Background: an optimization exercise with open tools, aiming at small area and a short achievable clock period. Do not read the settings as production practice.
No functional check of the RTL was part of this run.
Power is estimated from default activity; no workload was simulated.

===== design/flow/config.mk =====
export PLATFORM = sky130hd
export DESIGN_NAME = dlfloat16_fpu
export DESIGN_NICKNAME = dlfloat16_fpu
export VERILOG_FILES = /design/flow/design.v
export SDC_FILE = /design/flow/constraint.sdc
export NUM_CORES = 4
export LEC_CHECK = 0
export CAP_MARGIN = 20
export CORE_MARGIN = 2
export CORE_UTILIZATION = 40
export SLEW_MARGIN = 20

===== design/flow/constraint.sdc =====
create_clock -name core_clock -period 200.0 [get_ports {clk}]
set_input_delay 40.0000 -clock core_clock [delete_from_list [all_inputs] [get_ports {clk}]]
set_output_delay 40.0000 -clock core_clock [all_outputs]
set_load 0.01 [all_outputs]

===== design/flow/design.v =====
module dl_add_sub(input [15:0] a, input [15:0] b,input op,output reg [19:0] c_out, input clk);
  reg [19:0] c_add;
    reg    [5:0] Num_shift_80; 
    reg    [5:0]  Larger_exp_80,Final_expo_80;
    reg    [9:0] Small_exp_mantissa_80,S_mantissa_80,L_mantissa_80,Large_mantissa_80;
  reg    [12:0] Final_mant_80;
    reg    [10:0] Add_mant_80,Add1_mant_80;
    reg    [5:0]  e1_80,e2_80;
    reg    [8:0] m1_80,m2_80;
    reg          s1_80,s2_80,Final_sign_80;
    reg    [8:0]  renorm_shift_80;
    reg signed [5:0] renorm_exp_80;
    reg signed [5:0] larger_expo_neg;
  always@(posedge clk)
    begin
      c_out<=c_add;
    end
    always@(*) begin
     	     e1_80 = a[14:9];
    	     e2_80 = b[14:9];
             m1_80 = a[8:0];
     	     m2_80 = b[8:0];
             s1_80 = a[15];
           if(op) begin
             s2_80 = ~b[15];  
           end
           else begin
              s2_80 = b[15];
            end
	       Num_shift_80=6'b0;
           if (e1_80  > e2_80) begin
              Num_shift_80           = e1_80 - e2_80;
              Larger_exp_80          = e1_80;                     
              Small_exp_mantissa_80  = {1'b1,m2_80};
              Large_mantissa_80      = {1'b1,m1_80};
           end
           else begin
             Num_shift_80           = e2_80 - e1_80;
             Larger_exp_80          = e2_80;
             Small_exp_mantissa_80  = {1'b1,m1_80};
             Large_mantissa_80      = {1'b1,m2_80};
           end
	    if (e1_80 == 0 | e2_80 ==0) begin
	        Num_shift_80 = 0;
	       Small_exp_mantissa_80 = 10'd512;  
	    end
	    else begin
	        Num_shift_80 = Num_shift_80;
	    end
	    Small_exp_mantissa_80  = (Small_exp_mantissa_80 >> Num_shift_80);
            if (Small_exp_mantissa_80  < Large_mantissa_80) begin
		   S_mantissa_80 = Small_exp_mantissa_80;
	    	   L_mantissa_80 = Large_mantissa_80;
            end
            else begin
		   S_mantissa_80 = Large_mantissa_80;
		   L_mantissa_80 = Small_exp_mantissa_80;
            end       
            Add_mant_80=11'b0;
	    if (e1_80!=0 & e2_80!=0) begin
		   if (s1_80 == s2_80) begin
        		Add_mant_80 = S_mantissa_80 + L_mantissa_80;
		    end else begin
			   Add_mant_80 = L_mantissa_80 - S_mantissa_80;
		    end
	    end	
 	    else begin
		    Add_mant_80 ={1'b0, L_mantissa_80};
	    end
	   renorm_exp_80=6'd0;
	   renorm_shift_80=9'd0;
	   Add1_mant_80=Add1_mant_80;
           if (Add_mant_80[10] ) begin
		   Add1_mant_80= Add_mant_80 >> 1;
		   renorm_exp_80 = 6'd1;
	   end
           else begin 
              if (Add_mant_80[9])begin
	   	     renorm_shift_80 = 0;
	   	     renorm_exp_80 = 0;		
	      end
              else if (Add_mant_80[8])begin
	   	     renorm_shift_80 = 9'd1; 
	   	     renorm_exp_80 = -1;
	      end 
              else if (Add_mant_80[7])begin
	      	      renorm_shift_80 = 9'd2; 
	      	      renorm_exp_80 = -2;		
	      end  
              else if (Add_mant_80[6])begin
	    	      renorm_shift_80 = 9'd3; 
	    	      renorm_exp_80 = -3;		
	      end
              else if (Add_mant_80[5])begin
	    	      renorm_shift_80 = 9'd4; 
	   	      renorm_exp_80 = -4;		
	      end
              else if (Add_mant_80[4])begin
	    	      renorm_shift_80 = 9'd5; 
	    	      renorm_exp_80 = -5;		
	      end
              else if (Add_mant_80[3])begin
	   	      renorm_shift_80 = 9'd6; 
	   	      renorm_exp_80 = -6;		
	      end
              else if (Add_mant_80[2])begin
	   	      renorm_shift_80 = 9'd7; 
	   	      renorm_exp_80 = -7;		
	       end
              else if (Add_mant_80[1])begin
	   	      renorm_shift_80 = 9'd8; 
	    	      renorm_exp_80 = -8;		
	      end
              else if (Add_mant_80[0])begin
	    	      renorm_shift_80 = 9'd9; 
	    	      renorm_exp_80 = -9;		
	      end
	      else begin
		      renorm_exp_80=6'd0;
	              renorm_shift_80=9'd0;
	              Add1_mant_80=Add1_mant_80;
	      end
              Add1_mant_80 = Add_mant_80 << renorm_shift_80;
          end
          Final_expo_80 = 6'd0; 
	      Final_mant_80 = 9'd0; 
	      Final_sign_80=0; 
          larger_expo_neg = -Larger_exp_80;
	       if (s1_80 == s2_80) begin
		     Final_sign_80 = s1_80;
	       end 
	       else begin    
	          if (e1_80 > e2_80) begin
	       	     Final_sign_80 = s1_80;	
	          end 
	          else if (e2_80 > e1_80) begin
		     Final_sign_80 = s2_80;
	          end
	          else begin
                     if (m1_80 > m2_80) begin
			            Final_sign_80 = s1_80;		
		             end
		            else if (m1_80 < m2_80) begin
			           Final_sign_80 = s2_80;
		            end
		           else begin
		              Final_sign_80 = 0;
		           end	  
                 end
	           end
               Final_expo_80 =  Larger_exp_80 + renorm_exp_80;
      	       if(Final_expo_80 == 6'b0) begin
                     c_add=16'b0;
               end
               else if( Final_expo_80 == 63) begin
                     c_add=16'hFFFF;
               end      
      Final_mant_80 = {Add1_mant_80,2'b00}; 
               if( a==16'hFFFF | b==16'hFFFF) begin
                 c_add = 16'hFFFF;
               end
               else begin
                 c_add = (a==0 & b==0)?0:{Final_sign_80,Final_expo_80,Final_mant_80};
               end 
  end  
endmodule
module dl_mult(a,b,c_mul,clk);
  input  [15:0]a,b;
  input clk;
  output  reg[19:0]c_mul;
    reg [9:0]ma,mb;  
  reg [12:0] mant;
    reg [19:0]m_temp;  
    reg [5:0] ea,eb,e_temp,exp;
    reg sa,sb,s;
  reg [19:0] c_mul1;
  always @(posedge clk) begin
      c_mul<=c_mul1;
  end	
  always@(*) begin
        ma ={1'b1,a[8:0]};
        mb= {1'b1,b[8:0]};
        sa = a[15];
        sb = b[15];
        ea = a[14:9];
        eb = b[14:9];
  	e_temp = 6'b0;
  	m_temp = 20'b0;
  	mant=9'b0;
  	exp= 6'b0;
  	s=0;
    if (  (ea + eb) <= 31 ) begin
  		c_mul1=16'b0; 
  	end
    else if ( (ea + eb) > 94) begin
      if( (sa ^ sb) ) begin
          c_mul1=16'hFDFE; 
        end
      else begin
          c_mul1=16'h7DFE; 
      end
    end
  	else if ( (ea + eb) == 94 ) begin
		c_mul1=16'hFFFF; 
 	end
        else begin	
        e_temp = ea + eb - 31;
        m_temp = ma * mb;
          mant = m_temp[19] ? m_temp[18:6] : m_temp[17:5];
        exp = m_temp[19] ? e_temp+1'b1 : e_temp;	
        s=sa ^ sb;
         if( a==16'hFFFF | b==16'hFFFF ) begin
            c_mul1 =16'hFFFF;
         end
        else begin
           c_mul1 = (a==0 | b==0) ? 0 :{s,exp,mant};
         end 
 	end 
    end 
	wire _unused = &{m_temp[8:0], 9'b0};
endmodule 
module dlfloat_div(
    input [15:0] a, b,
    input clk, rst_n,
    output reg [19:0] c_div,          
    output reg [4:0] exception_flags 
);
    reg [9:0] ma, mb;       
    reg [12:0] mant;        
  reg [15:0] m_temp;     
    reg [5:0] ea, eb, e_temp, exp;
    reg sa, sb, s;
    reg [19:0] c_div1;      
    reg div_by_zero, underflow, overflow, inexact, invalid;
    always @(posedge clk) begin
        if (!rst_n) begin
            c_div <= 20'b0;
            exception_flags <= 5'b0;
        end else begin
            c_div <= c_div1;
            exception_flags <= {invalid, inexact, overflow, underflow, div_by_zero};
        end
    end
    always @(*) begin
        ma = {1'b1, a[8:0]}; 
        mb = {1'b1, b[8:0]}; 
        sa = a[15];
        sb = b[15];
        ea = a[14:9];
        eb = b[14:9];
        e_temp = 6'b0;
        m_temp = 16'b0;
        mant = 13'b0;
        exp = 6'b0;
        s = 0;
        c_div1 = 20'b0; 
        div_by_zero = 1'b0;
        underflow = 1'b0;
        overflow = 1'b0;
        inexact = 1'b0;
        invalid = 1'b0;
        if(( b == 16'b0 || b==16'b1000000000000000) &&(a==16'b0 || a==16'b1000000000000000))  
            begin
              c_div1 = {sa ^sb,15'b111111111111111,4'b0};
              invalid = 1'b1;
            end
        else if (b == 16'b0 || b == 16'b1000000000000000) begin  
            div_by_zero = 1'b1;
            c_div1 = {sa ^ sb, 15'b111111111111111, 4'b0};
        end else if (a == 16'hffff || a == 16'h7fff) begin  
            if (b == 16'hFfff || b == 16'h7fff) begin  
                invalid = 1'b1;
            c_div1 = {sa ^sb,15'b111111111111111,4'b0}; 
            end else begin
                c_div1 = {sa ^ sb, 15'b111111111111111, 4'b0}; 
            end
        end else if (b == 16'hffff || b == 16'h7fff) begin  
            c_div1 = {sa ^ sb, 19'b0};
        end else if (a == 16'b0 || a == 16'b1000000000000000) begin
            c_div1 = {sa ^ sb, 19'b0};
        end else begin
            e_temp = ea - eb + 31;
          m_temp = {ma, 15'b0} / mb; 
          if (m_temp[15]) begin
            mant = m_temp[14:2]; 
                exp = e_temp + 1'b1;
            end else begin
              mant = m_temp[13:1]; 
                exp = e_temp;
            end
            s = sa ^ sb;
          if (m_temp[3:0] != 4'b0) begin
                inexact = 1'b1;
            end
            if (exp < 0) begin
                underflow = 1'b1;
                c_div1 = 20'b0; 
            end else if (exp > 63) begin
                overflow = 1'b1;
                c_div1 = s ? 20'hFDFE0 : 20'h7DFE0; 
            end else begin
                c_div1 = {s, exp, mant};
            end
        end
    end
endmodule
module dlfloat16_sqrt (
    input  [15:0] dl_in,
    output reg [19:0] dl_out,
    output reg [4:0] exception_flags
);
    wire sign = dl_in[15];
    wire [5:0] exp_in = dl_in[14:9];
    wire [8:0] mant_in = dl_in[8:0];
    wire [9:0] mant_norm = {1'b1, mant_in};
    reg [5:0] exp_out;
    reg [13:0] root;
    reg [27:0] rad;
    reg [15:0] rem;
    reg [15:0] trial;
    integer i;
    reg invalid, overflow, underflow, inexact;
    wire div_by_zero = 1'b0;
    always @(*) begin
        invalid = 0;
        overflow = 0;
        underflow = 0;
        inexact = 0;
        exp_out = 6'b0;
        root = 14'b0;
        rem = 16'b0;
        trial = 16'b0;
        rad = exp_in[0] ? {mant_norm, 18'b0} >> 1 : {mant_norm, 18'b0};
        for (i = 13; i >= 0; i = i - 1) begin
            rem = {rem[13:0], rad[2*i+1 -: 2]};
            trial = {root[13:0], 2'b01};
            if (rem >= trial) begin
                rem = rem - trial;
                root = {root[12:0], 1'b1};
            end else begin
                root = {root[12:0], 1'b0};
            end
        end
        if (dl_in == 16'h0000) begin
            dl_out = 20'h00000;   
        end else if (sign == 1'b1) begin
            dl_out = 20'hFFFFF;   
            invalid = 1'b1;
        end else if (exp_in == 6'b0) begin
            underflow = 1'b1;
            dl_out = 20'h00000;
        end else if (exp_in == 6'b111111) begin
            dl_out = {dl_in, 4'b0};
        end else begin
            exp_out = ({1'b0, exp_in} + 7'd31) >> 1;
            inexact = (rem != 16'b0);
            dl_out = {1'b0, exp_out, root[12:0]};
        end
        exception_flags = {invalid, inexact, overflow, underflow, div_by_zero};
    end
endmodule
module dl_mac(a,b,d,c_out,clk);
  input clk;
  input [15:0]a,b,d;
  output reg [19:0]c_out;
  wire [15:0]fprod,fadd;
  reg [19:0] c_mac;
  fpmac_mult mul(a,b,fprod);
  fpmac_adder add(fprod,d,c_mac);
  always@(posedge clk)
    c_out<=c_mac;
endmodule 
module fpmac_mult(a,b,c_mul1);
  input  [15:0]a,b;
  output  reg[15:0]c_mul1;
    reg [9:0]ma,mb;  
    reg [8:0] mant;
    reg [19:0]m_temp;  
    reg [5:0] ea,eb,e_temp,exp;
    reg sa,sb,s;
  always@(*) begin
        ma ={1'b1,a[8:0]};
        mb= {1'b1,b[8:0]};
        sa = a[15];
        sb = b[15];
        ea = a[14:9];
        eb = b[14:9];
  	e_temp = 6'b0;
  	m_temp = 20'b0;
  	mant=9'b0;
  	exp= 6'b0;
  	s=0;
    if (  (ea + eb) <= 31 ) begin
  		c_mul1=16'b0; 
  	end
    else if ( (ea + eb) > 94) begin
      if( (sa ^ sb) ) begin
          c_mul1=16'hFDFE; 
        end
      else begin
          c_mul1=16'h7DFE; 
      end
    end
  	else if ( (ea + eb) == 94 ) begin
		c_mul1=16'hFFFF; 
 	end
        else begin	
        e_temp = ea + eb - 31;
        m_temp = ma * mb;
        mant = m_temp[19] ? m_temp[18:10] : m_temp[17:9];
        exp = m_temp[19] ? e_temp+1'b1 : e_temp;	
        s=sa ^ sb;
         if( a==16'hFFFF | b==16'hFFFF ) begin
            c_mul1 =16'hFFFF;
         end
        else begin
           c_mul1 = (a==0 | b==0) ? 0 :{s,exp,mant};
         end 
 	end 
    end 
	wire _unused = &{m_temp[8:0], 9'b0};
endmodule 
module fpmac_adder(input [15:0] a1, input [15:0] b1,output reg [19:0] c_add);
    reg    [5:0] Num_shift_80; 
    reg    [5:0]  Larger_exp_80,Final_expo_80;
    reg    [9:0] Small_exp_mantissa_80,S_mantissa_80,L_mantissa_80,Large_mantissa_80;
    reg    [8:0] Final_mant_80;
    reg    [10:0] Add_mant_80,Add1_mant_80;
    reg    [5:0]  e1_80,e2_80;
    reg    [8:0] m1_80,m2_80;
    reg          s1_80,s2_80,Final_sign_80;
    reg    [8:0]  renorm_shift_80;
    reg signed [5:0] renorm_exp_80;
    reg signed [5:0] larger_expo_neg;
    always@(*) begin
     	     e1_80 = a1[14:9];
    	     e2_80 = b1[14:9];
             m1_80 = a1[8:0];
     	     m2_80 = b1[8:0];
             s1_80 = a1[15];
       	     s2_80 = b1[15];
	    Num_shift_80=6'b0;
           if (e1_80  > e2_80) begin
              Num_shift_80           = e1_80 - e2_80;
              Larger_exp_80          = e1_80;                     
              Small_exp_mantissa_80  = {1'b1,m2_80};
              Large_mantissa_80      = {1'b1,m1_80};
           end
           else begin
             Num_shift_80           = e2_80 - e1_80;
             Larger_exp_80          = e2_80;
             Small_exp_mantissa_80  = {1'b1,m1_80};
             Large_mantissa_80      = {1'b1,m2_80};
           end
	    if (e1_80 == 0 | e2_80 ==0) begin
	        Num_shift_80 = 0;
	        Small_exp_mantissa_80 = 10'd512;  
	    end
	    else begin
	        Num_shift_80 = Num_shift_80;
	    end
	    Small_exp_mantissa_80  = (Small_exp_mantissa_80 >> Num_shift_80);
            if (Small_exp_mantissa_80  < Large_mantissa_80) begin
		   S_mantissa_80 = Small_exp_mantissa_80;
	    	   L_mantissa_80 = Large_mantissa_80;
            end
            else begin
		   S_mantissa_80 = Large_mantissa_80;
		   L_mantissa_80 = Small_exp_mantissa_80;
            end       
            Add_mant_80=11'b0;
	    if (e1_80!=0 & e2_80!=0) begin
		   if (s1_80 == s2_80) begin
        		Add_mant_80 = S_mantissa_80 + L_mantissa_80;
		    end else begin
			   Add_mant_80 = L_mantissa_80 - S_mantissa_80;
		    end
	    end	
 	    else begin
		    Add_mant_80 ={1'b0, L_mantissa_80};
	    end
	   renorm_exp_80=6'd0;
	   renorm_shift_80=9'd0;
	   Add1_mant_80=Add1_mant_80;
           if (Add_mant_80[10] ) begin
		   Add1_mant_80= Add_mant_80 >> 1;
		   renorm_exp_80 = 6'd1;
	   end
           else begin 
              if (Add_mant_80[9])begin
	   	     renorm_shift_80 = 0;
	   	     renorm_exp_80 = 0;		
	      end
              else if (Add_mant_80[8])begin
	   	     renorm_shift_80 = 9'd1; 
	   	     renorm_exp_80 = -1;
	      end 
              else if (Add_mant_80[7])begin
	      	      renorm_shift_80 = 9'd2; 
	      	      renorm_exp_80 = -2;		
	      end  
              else if (Add_mant_80[6])begin
	    	      renorm_shift_80 = 9'd3; 
	    	      renorm_exp_80 = -3;		
	      end
              else if (Add_mant_80[5])begin
	    	      renorm_shift_80 = 9'd4; 
	   	      renorm_exp_80 = -4;		
	      end
              else if (Add_mant_80[4])begin
	    	      renorm_shift_80 = 9'd5; 
	    	      renorm_exp_80 = -5;		
	      end
              else if (Add_mant_80[3])begin
	   	      renorm_shift_80 = 9'd6; 
	   	      renorm_exp_80 = -6;		
	      end
              else if (Add_mant_80[2])begin
	   	      renorm_shift_80 = 9'd7; 
	   	      renorm_exp_80 = -7;		
	       end
              else if (Add_mant_80[1])begin
	   	      renorm_shift_80 = 9'd8; 
	    	      renorm_exp_80 = -8;		
	      end
              else if (Add_mant_80[0])begin
	    	      renorm_shift_80 = 9'd9; 
	    	      renorm_exp_80 = -9;		
	      end
	      else begin
		      renorm_exp_80=6'd0;
	              renorm_shift_80=9'd0;
	              Add1_mant_80=Add1_mant_80;
	      end
              Add1_mant_80 = Add_mant_80 << renorm_shift_80;
          end
          Final_expo_80 = 6'd0; 
	  Final_mant_80 = 9'd0; 
	  Final_sign_80=0; 
          larger_expo_neg = -Larger_exp_80;
	       if (s1_80 == s2_80) begin
		     Final_sign_80 = s1_80;
	       end 
	       else begin    
	          if (e1_80 > e2_80) begin
	       	     Final_sign_80 = s1_80;	
	          end 
	          else if (e2_80 > e1_80) begin
		     Final_sign_80 = s2_80;
	          end
	          else begin
                     if (m1_80 > m2_80) begin
			            Final_sign_80 = s1_80;		
		             end
		            else if (m1_80 < m2_80) begin
			           Final_sign_80 = s2_80;
		            end
		           else begin
		              Final_sign_80 = 0;
		           end	  
                 end
	       end
           if(  Larger_exp_80 == 63 & renorm_exp_80 == 1) begin  
             if (  Final_sign_80 ) begin
                c_add=16'hFDFE; 
             end
             else begin
               c_add=16'h7DFE; 
             end
           end
           else if ((Larger_exp_80 >= 1) & (Larger_exp_80 <= 8) & (renorm_exp_80 <  larger_expo_neg)) begin  
             if (  Final_sign_80 ) begin
               c_add=16'h8201; 
               end
             else begin
               c_add=16'd513; 
             end
            end 
           else begin
               Final_expo_80 =  Larger_exp_80 + renorm_exp_80;
      	       if(Final_expo_80 == 6'b0) begin
                     c_add=16'b0;
               end
               else if( Final_expo_80 == 63) begin
                     c_add=16'hFFFF;
               end      
             Final_mant_80 = {Add1_mant_80,2'b00}; 
               if( a1==16'hFFFF | b1==16'hFFFF) begin
                 c_add = 16'hFFFF;
               end
               else begin
                 c_add = (a1==0 & b1==0)?0:{Final_sign_80,Final_expo_80,Final_mant_80};
               end 
           end 
  end  
endmodule
module invert_sign (
  input [15:0] in1, 
  input [15:0] in2,  
  input [1:0] sel,
  input clk,
  output reg [15:0] out
);
  reg [15:0] out_comb;
  always @(*) begin
    case (sel)
      2'b00: out_comb = {~in1[15], in1[14:0]};  
      2'b01: out_comb = {in1[15], in2[14:0]};   
      2'b10: out_comb = {~in1[15], in2[14:0]};  
      2'b11: out_comb = {in1[15] ^ in2[15], in2[14:0]};  
      default: out_comb = 16'h0000;
    endcase
  end
  always @(posedge clk) begin
    out <= out_comb;
  end
endmodule
module fp_compare( input [15:0] a1,
                  input [15:0] b1,
                  input [1:0] opcode,
                  input clk,
                  output reg [15:0] c_out
                 );
  wire lt_80,gt_80,eq_80;
  wire [15:0] c_1;
  compare fp_comp ( a1,b1,lt_80,gt_80,eq_80 );
  compare_out comp_out ( lt_80,gt_80,eq_80,opcode,c_1);
 always @(posedge clk) begin
  c_out <= c_1;
 end
endmodule
module compare( input [15:0]in1,
               input [15:0]in2,
               output reg lt,
               output reg eq,
               output reg gt
              );
  reg s1, s2;
  reg [5:0] exp1, exp2;  
  reg [8:0] mant1, mant2;
  always @(*) begin
    s1 = in1[15];
    s2 = in2[15];
    exp1 = in1[14:9];
    exp2 = in2[14:9];
    mant1 = in1[8:0];
    mant2 = in2[8:0];
    lt=0;
    gt=0;
    eq=0;
    if(s1 != s2) begin
      if(s1) begin
        lt = 1;
      end else begin
        gt = 1;
      end
    end 
    else begin
      if(exp1 > exp2) begin
         gt = !s1;
         lt = s1;
      end
      else if (exp1 < exp2) begin
        lt = !s1;
        gt = s1;
      end
      else begin
        if(mant1 > mant2) begin
          gt = !s1;
          lt = s1;
        end 
        else if (mant1 < mant2) begin
          lt = !s1;
          gt = s1;
        end
        else begin
          eq = 1;
        end
      end
    end
  end
endmodule
module compare_out ( 
      input lt,gt,eq,
      input [1:0] opcode,
      output reg [15:0] out 
    );
      always @(*) begin
        case (opcode)
          2'b00: out = {16{lt}}; 
          2'b01: out = {16{gt}};
          2'b10: out = {16{eq}};
          default: out = 16'b0;
        endcase
      end
endmodule
module fp_int2float(
  input signed [31:0] in_int, 
  input clk,
  output reg [15:0] float_out1  
);
    reg [5:0] exponent;   
    reg [8:0] mantissa;    
    reg sign;             
    reg [31:0] abs_input;
    reg [15:0] float_out;
    integer i;
    always @(posedge clk) begin
       float_out1 <= float_out;
     end 
    always @(*) begin
      if (in_int == 32'b0) begin
        float_out = 16'b0;
      end
      sign = (in_int < 0) ? 1 : 0;
      abs_input = (in_int < 0) ? -in_int : in_int;
        exponent = 0;
        mantissa = 0;
       for (i = 0; i < 32 ; i = i + 1) begin
        if (abs_input >= (1 << (exponent + 1))) begin
            exponent = exponent + 1; 
        end
       end        
        if ( exponent <= 9) begin
          mantissa = abs_input << (9 - exponent);   
           end else begin
             mantissa = abs_input >> (exponent - 9); 
           end
        exponent = exponent + 31;
      float_out = {sign,exponent,mantissa};
      end 
endmodule
module float16_to_int32(
  input [15:0] float_in,
  output reg signed [31:0] int_out
);
  reg sign;
  reg [5:0] exponent;
  reg [9:0] mantissa; 
  reg signed [5:0] actual_exponent;
  reg signed [31:0] result;
  always @(*) begin
    sign = float_in[15];
    exponent = float_in[14:9];
    mantissa = {1'b1, float_in[8:0]}; 
    actual_exponent = 6'sd0;
    result = 32'sd0;
    if (exponent == 0) begin
      int_out = 0;
    end  
    else if (exponent == 6'b111111) begin
      int_out = sign ? -32'h80000000 : 32'h7FFFFFFF;
    end else begin
      actual_exponent = exponent - 31;  
      if (actual_exponent <=9) begin
        result = {23'b0, mantissa >> ( 9 - actual_exponent)};
        end else begin
        result = mantissa << (actual_exponent - 9);
      end 
      int_out = sign ? -result : result;
      if (int_out > 32'h7FFFFFFF) int_out = 32'h7FFFFFFF;
      if (int_out < -32'h80000000) int_out = -32'h80000000; 
    end
  end
endmodule
module fp_round_unit ( input [19:0] in1,
                      input [2:0] rm,
                      input rst_n,
                      input clk,
                      output reg [15:0] out);
  reg G_bit,R_bit, S1_bit , S2_bit, S_bit;
  reg [15:0]out1;
  reg sign;
  reg [5:0] exp;
  reg [9:0] mant1;
  reg [8:0] mant;
  reg [2:0] rm1;
  always@(posedge clk) begin
    if(!rst_n) begin
      out<= 16'b0;
    end else begin
      out <= out1; 
    end
  end
    always@(*) begin   
      G_bit  = in1[3];
      R_bit  = in1[2];
      S1_bit = in1[1];
      S2_bit = in1[0];
      mant1  = {1'b0, in1[12:4]};
      exp    = in1[18:13];
      sign   = in1[19];
      rm1    = rm;
      mant   = mant1[8:0];
      S_bit  = S1_bit | S2_bit;
      case(rm) 
        000: begin
          if(!G_bit) begin
            mant = mant1[8:0]; 
          end
          else begin
            if ( R_bit + S_bit) begin
              if(in1[4])begin  
                mant1 = mant1 + 1;
                mant = mant1[8:0];
                exp = mant1[9]? exp+1'b1: exp;
              end
              else begin
                mant = mant1[8:0]; 
              end
            end
            else begin  
                mant1 = mant1 + 1;
                mant = mant1[8:0];
                exp = mant1[9]? exp+1'b1: exp;
            end
          end 
        end 
        001: begin 
          mant = mant1[8:0]; 
        end  
        010: begin
          if (G_bit + R_bit + S_bit) begin
            if(!sign)begin  
                mant1 = mant1 + 1;
                mant = mant1[8:0];
                exp = mant1[9]? exp+1'b1: exp;
            end
            else begin  
              mant = mant1[8:0];
            end
          end
          else begin  
            mant = mant1[8:0];
          end
       end 
        011: begin
           if (G_bit + R_bit + S_bit) begin
             if(sign)begin  
                mant1 = mant1 + 1;
                mant = mant1[8:0];
                exp = mant1[9]? exp+1'b1: exp;
             end
            else begin  
              mant = mant1[8:0];
            end
          end
          else begin  
            mant = mant1[8:0];
          end
        end 
        default: rm1 = 3'b0;
      endcase
      out1 = {sign,exp,mant}; 
    end
endmodule  
module dlfloat16_fpu (
  input             clk,
  input             rst_n,
  input      [3:0]  op,
  input      [2:0]  rm,
  input      [31:0] op1,
  input      [15:0] op2,
  input      [15:0] op3,
  output     [31:0] result,
  output            invalid,
  output            inexact,
  output            overflow,
  output            underflow,
  output            div_by_zero
);
  localparam OP_ADD   = 4'd0;
  localparam OP_SUB   = 4'd1;
  localparam OP_MUL   = 4'd2;
  localparam OP_DIV   = 4'd3;
  localparam OP_SQRT  = 4'd4;
  localparam OP_FMA   = 4'd5;
  localparam OP_FMS   = 4'd6;
  localparam OP_SGNJ  = 4'd7;
  localparam OP_SGNJN = 4'd8;
  localparam OP_SGNJX = 4'd9;
  localparam OP_NEG   = 4'd10;
  localparam OP_FLT   = 4'd11;
  localparam OP_FEQ   = 4'd12;
  localparam OP_FGT   = 4'd13;
  localparam OP_F2I   = 4'd14;
  localparam OP_I2F   = 4'd15;
  wire [15:0] src1 = op1[15:0];
  wire [15:0] src2 = op2;
  wire [15:0] src3 = op3;
  reg [1:0] sel_sign;
  reg [1:0] sel_cmp;
  always @(*) begin
    case (op)
      OP_SGNJ:  sel_sign = 2'b01;
      OP_SGNJN: sel_sign = 2'b10;
      OP_SGNJX: sel_sign = 2'b11;
      default:  sel_sign = 2'b00;
    endcase
    case (op)
      OP_FEQ:  sel_cmp = 2'b01;
      OP_FGT:  sel_cmp = 2'b10;
      default: sel_cmp = 2'b00;
    endcase
  end
  wire [15:0] addend = (op == OP_FMS) ? {~src3[15], src3[14:0]} : src3;
  wire [19:0] out_add_sub, out_mul, out_div, out_mac;
  wire [15:0] out_sign, out_cmp, out_i2f;
  wire [4:0]  div_flags;
  wire [19:0] sqrt_c;
  wire [4:0]  sqrt_c_flags;
  wire [31:0] f2i_c;
  dl_add_sub u_add_sub (.a(src1), .b(src2), .op(op == OP_SUB), .c_out(out_add_sub), .clk(clk));
  dl_mult u_mul (.a(src1), .b(src2), .c_mul(out_mul), .clk(clk));
  dlfloat_div u_div (.a(src1), .b(src2), .clk(clk), .rst_n(rst_n), .c_div(out_div), .exception_flags(div_flags));
  dl_mac u_mac (.a(src1), .b(src2), .d(addend), .c_out(out_mac), .clk(clk));
  invert_sign u_sign (.in1(src1), .in2(src2), .sel(sel_sign), .clk(clk), .out(out_sign));
  fp_compare u_cmp (.a1(src1), .b1(src2), .opcode(sel_cmp), .clk(clk), .c_out(out_cmp));
  fp_int2float u_i2f (.in_int(op1), .clk(clk), .float_out1(out_i2f));
  dlfloat16_sqrt u_sqrt (.dl_in(src1), .dl_out(sqrt_c), .exception_flags(sqrt_c_flags));
  float16_to_int32 u_f2i (.float_in(src1), .int_out(f2i_c));
  reg [19:0] out_sqrt;
  reg [4:0]  sqrt_flags;
  reg [31:0] out_f2i;
  reg [3:0]  op_s1;
  reg [2:0]  rm_s1;
  always @(posedge clk) begin
    out_sqrt   <= sqrt_c;
    sqrt_flags <= sqrt_c_flags;
    out_f2i    <= f2i_c;
    op_s1      <= op;
    rm_s1      <= rm;
  end
  reg [19:0] to_round;
  reg        use_round;
  reg [31:0] direct;
  reg [4:0]  flags_s1;
  always @(*) begin
    to_round  = 20'b0;
    use_round = 1'b1;
    direct    = 32'b0;
    flags_s1  = 5'b0;
    case (op_s1)
      OP_ADD, OP_SUB: to_round = out_add_sub;
      OP_MUL:         to_round = out_mul;
      OP_DIV:         begin to_round = out_div; flags_s1 = div_flags; end
      OP_SQRT:        begin to_round = out_sqrt; flags_s1 = sqrt_flags; end
      OP_FMA, OP_FMS: to_round = out_mac;
      OP_SGNJ, OP_SGNJN, OP_SGNJX, OP_NEG:
                      begin use_round = 1'b0; direct = {16'b0, out_sign}; end
      OP_FLT, OP_FEQ, OP_FGT:
                      begin use_round = 1'b0; direct = {16'b0, out_cmp}; end
      OP_F2I:         begin use_round = 1'b0; direct = out_f2i; end
      default:        begin use_round = 1'b0; direct = {16'b0, out_i2f}; end
    endcase
  end
  wire [15:0] rounded;
  fp_round_unit u_round (.in1(to_round), .rm(rm_s1), .rst_n(rst_n), .clk(clk), .out(rounded));
  reg        use_round_s2;
  reg [31:0] direct_s2;
  reg [4:0]  flags_s2;
  always @(posedge clk) begin
    if (!rst_n) begin
      use_round_s2 <= 1'b1;
      direct_s2    <= 32'b0;
      flags_s2     <= 5'b0;
    end else begin
      use_round_s2 <= use_round;
      direct_s2    <= direct;
      flags_s2     <= flags_s1;
    end
  end
  assign result = use_round_s2 ? {16'b0, rounded} : direct_s2;
  assign {invalid, inexact, overflow, underflow, div_by_zero} = flags_s2;
endmodule

===== design/flow/run.sh =====
#!/bin/bash
# synth_recipe.tcl (not shown) runs the flow's synth.tcl, then flattens the netlist and writes it again
# the make line also repeats each setting of config.mk as NAME=value (left out here)
make -C /OpenROAD-flow-scripts/flow DESIGN_CONFIG=/design/flow/config.mk WORK_HOME=/design/flow/orfs CLKGATE_MAP_FILE= SYNTH_SCRIPT=/design/flow/synth_recipe.tcl finish

==> impl_results.md <==
* Status: finished clean
* Post-Syn Area at 70400 um2
* DRT Wirelength at around 240000 um
* Final Cycle Share at 0.942
* Hold Path Cell Cnt at 1
* Yosys reg bits at 227
* Min-delay worst type: reg -> reg
* Reg2reg path depth at 12
* Instance count on the critical path at 1135
* Comb group at 116 mW
* Die height at 424 um
* Most used flip-flop cell after synthesis: dfxtp_1
* NumNets Final at around 11000
* DR WL/cell at slightly below 20 um
* Antenna violations before repair at 4
* Clock root buffer: clkbuf_16
* Detail Route Antenna Nets at 0
* Clk pin slew, worst setup/hold paths at around 0.06 ns
* Top cell by count, worst path: a21o_1
* Port buffer count at between 100 and 150
* Top Consumer: combinational cells
* GRT Util Overall at 0.256
* VDD IR max at between 4 and 5 mV
* Main combinational cell family by area after synthesis: adder cells
* Top-area cell type share of the netlist area at 0.255
* DR vias/cell at just under 6
* Final Slew Violations at 0
* Worst Hold Endpoint: flags_s2[2]
* Reg-to-Reg End: u_round.out[13]
* Fin Hold WS at ~0.45 ns
* Sequential area share after synthesis at 0.0645
* Core area at 174000 um2
* Initial drt markers at 5143
* Compound-gate portion of the synthesized area at 0.235
* First-pass GRT wire length at 378000 um
* Netlist cell types at about 140
* Vias at roughly 70000
* Sw Ratio at 0.645
* Crit path required time at ~200 ns
* Htree depth at 1
* Clock network fraction of design power at 0
* Share of layout cells above drive strength 1 at 0.0615
* Synthesis warning total at 15
* Gr ovfl total at 0
* Row cnt at ~150
* Comb power frac at 0.997
* Post-Synth Simple-Gate Area at 0.268
* Top cells by area, synth: ha_1 25%, nand2_1 7.6%, dfxtp_1 6.5%
* Ys async rst share at 0
* CP Max Fanout at 36
* Worst slew margin at 0.275
* Seq power at roughly 300 uW
* Synth area leader: ha_1
* Number of max-cap violations at 0
* Gate Count Post-Synth at 9687
* Starting Density at 0.404
* Clk power at 48.4 uW
* Avg Cell Area, Syn at about 7.3 um2
* Die area at roughly 180000 um2
* Reg-to-Reg Start: op_s1[3]
* P per Cell Area at roughly 1500 nW/um2
* I/O pin total at 110
* Worst Skew at between 0.02 and 0.025 ns
* Worst-margin pin slew at 1.08 ns
* Setup TNS at 0 ns
* Crit path max-delay family: compound AO/OA/AOI/OAI gates
* Post-synth EDFFs at 0
* Internal at around 40 mW
* Leakage at between 30 and 40 nW
* Crit path time final at 188.34 ns
* DP Wirelength at 183000 um
* Crit path max-delay cell type: nor4_4
* Vias in the first global route at 69200
* WP buf/inv at 38
* Largest net degree at the start of global routing at 60
* Max Freq at ~0.0053 GHz
* HP Start: u_div.exception_flags[2]
* Worst Setup End Kind: flop
* Post-Synth Adder-Cell Area at 0.277
* CP Data Arrival Time at 188.77 ns
* Worst-skew pair later-pin latency at ~0.57 ns
* First-pass iteration count of the detailed router at 8
* Residual DRC at 0
* Die W at 424 um
* Critical Path Sink: u_i2f.float_out1[5]
* CTS tree: yes
* Final setup vio count at 0
* Clock sinks at ~230
* Worst R2R Setup Slack at ~200 ns
* Sw Pwr at roughly 75 mW
* Hold Buf Count CTS at 0
* # fillers at roughly 18000
* CP Class: in -> reg
* Clock Tree Buf Depth at 3
* Post-Synth XOR/XNOR Area at 0.0786
* Startpoint types: input port
* Crit path largest cell delay at roughly 0.61 ns
* CP startpoint: op1[2]
* Flop pwr share at 0.003
* Post-synthesis mux area share at 0.0372
* CTS Buf Count at 26
* GPL Wtd Cong at between 0.9 and 1
* Final hold viol count at 0
* Layout area overhead at 8.95%
==> what timing repair did <==
item | 4_1_cts | 5_1_grt
setup buffers | 0 | 25
setup endpoints to repair | 0 | 15
resized for setup | 0 | 92
==> final cells by class <==
class,count,area (um2),area share
antenna,4,10.0,0.000130
clock buffer,33,697,0.00908
clock inverter,14,174,0.00227
inverter,423,1600,0.0208
multi-input combinational,8911,64500,0.841
sequential,227,4540,0.0592
tap,2325,2910,0.0379
timing repair buffer,267,2280,0.0298
timing repair inverter,2,12.5,0.000163
==> registers in the layout (all words and copies together) (netlist names) <==
| signal | cells |
|---|---|
| u_sign.out | 16 |
| rm_s1 | 3 |
| use_round_s2 | 1 |
| u_cmp.c_out | 1 |
| u_round.out | 16 |
| u_add_sub.c_out | 19 |
| u_div.c_div | 20 |
| u_mac.c_out | 16 |
| u_i2f.float_out1 | 16 |
| out_sqrt | 20 |
| op_s1 | 4 |
| sqrt_flags | 2 |
| out_f2i | 32 |
| flags_s2 | 5 |
| direct_s2 | 32 |
| u_mul.c_mul | 20 |
| u_div.exception_flags | 4 |
==> per-layer routing <==
metal	up-vias	wire [um]	track usage
met1	34000	105000	0.327
met4	0	9740	0.0969
met3	497	12600	0.0254
met2	2089	113000	0.443
li1	35100	-	-
met5	-	0	0
==> cells in the mapped netlist (184+ instances only) <==
master / n
and2_1: 221
o21ai_0: 522
nand2b_1: 232
dfxtp_1: 227
nor3_1: 238
a21oi_1: 631
ha_1: 1434
xor2_1: 184
nor2_1: 711
nand2_1: 1430
xnor2_1: 318
inv_1: 402
nor2b_1: 238
a21o_1: 449
nand3_1: 238
==> layout by cell type (no fill, tap or decap), types with 71 or more instances in the layout <==
cell type	count
nand2b_1	232
xnor2_1	283
o21a_1	99
inv_1	383
xor2_1	176
nor2b_1	238
a211oi_1	82
nor3_1	227
mux2_2	86
fa_1	77
a21oi_1	628
and2_1	221
buf_4	154
o21ai_0	518
nand3_1	236
mux2i_1	144
dfxtp_1	227
nor2_1	708
and3_1	116
conb_1	165
nand4_1	157
a21o_1	449
clkdlybuf4s50_1	107
o211ai_1	71
ha_1	1434
nand2_1	1428
==> kinds of logic after synthesis <==
logic type	after synthesis
other	2
AOI/OAI and AO/OA	2529
DFF	227
muxes	244
buffers and inverters	712
xor gates and xnor gates	554
and+or+nand+nor	3905
adders and majority gates	1514
==> through the flow <==
stage                     instances  worst slack, ns  cell area (um2)  power, mW  utilization
after global placement        12100             8.07            75000       99.8        0.430
after detailed placement      12100             3.39            75100        100        0.430
after floorplan                9850            21.58            71000        108            -
after global routing          12200           -0.414            76700        120        0.440
after CTS                     12200             3.37            75900        101        0.435
final                         12200            11.66            76700        116        0.440

separate check: timing with driven ports:
Ports are ideal in the flow. The routed layout listed here was re-timed in OpenROAD.
Step 1 sets driving cells, clkbuf_16 on the clock port and buf_2 on the other inputs (assumed; they add their load-dependent delay and slew).
Step 2 times the ports against the registers' clock, not the clock port: input delays grow and output delays shrink by t, the midpoint of the rising clock arrivals with the driver on.
Slacks: ideal / step 1 / step 2; pairs: ideal / step 1.
t (ns): 0.607
setup WS [ns]: 11.662 / 11.691 / 11.083
cell pins on the clock port's net: 1
After both steps setup and hold are still met in this run. The setup slack of this run moves by +0.029 ns with the drivers and by -0.579 ns with both steps.
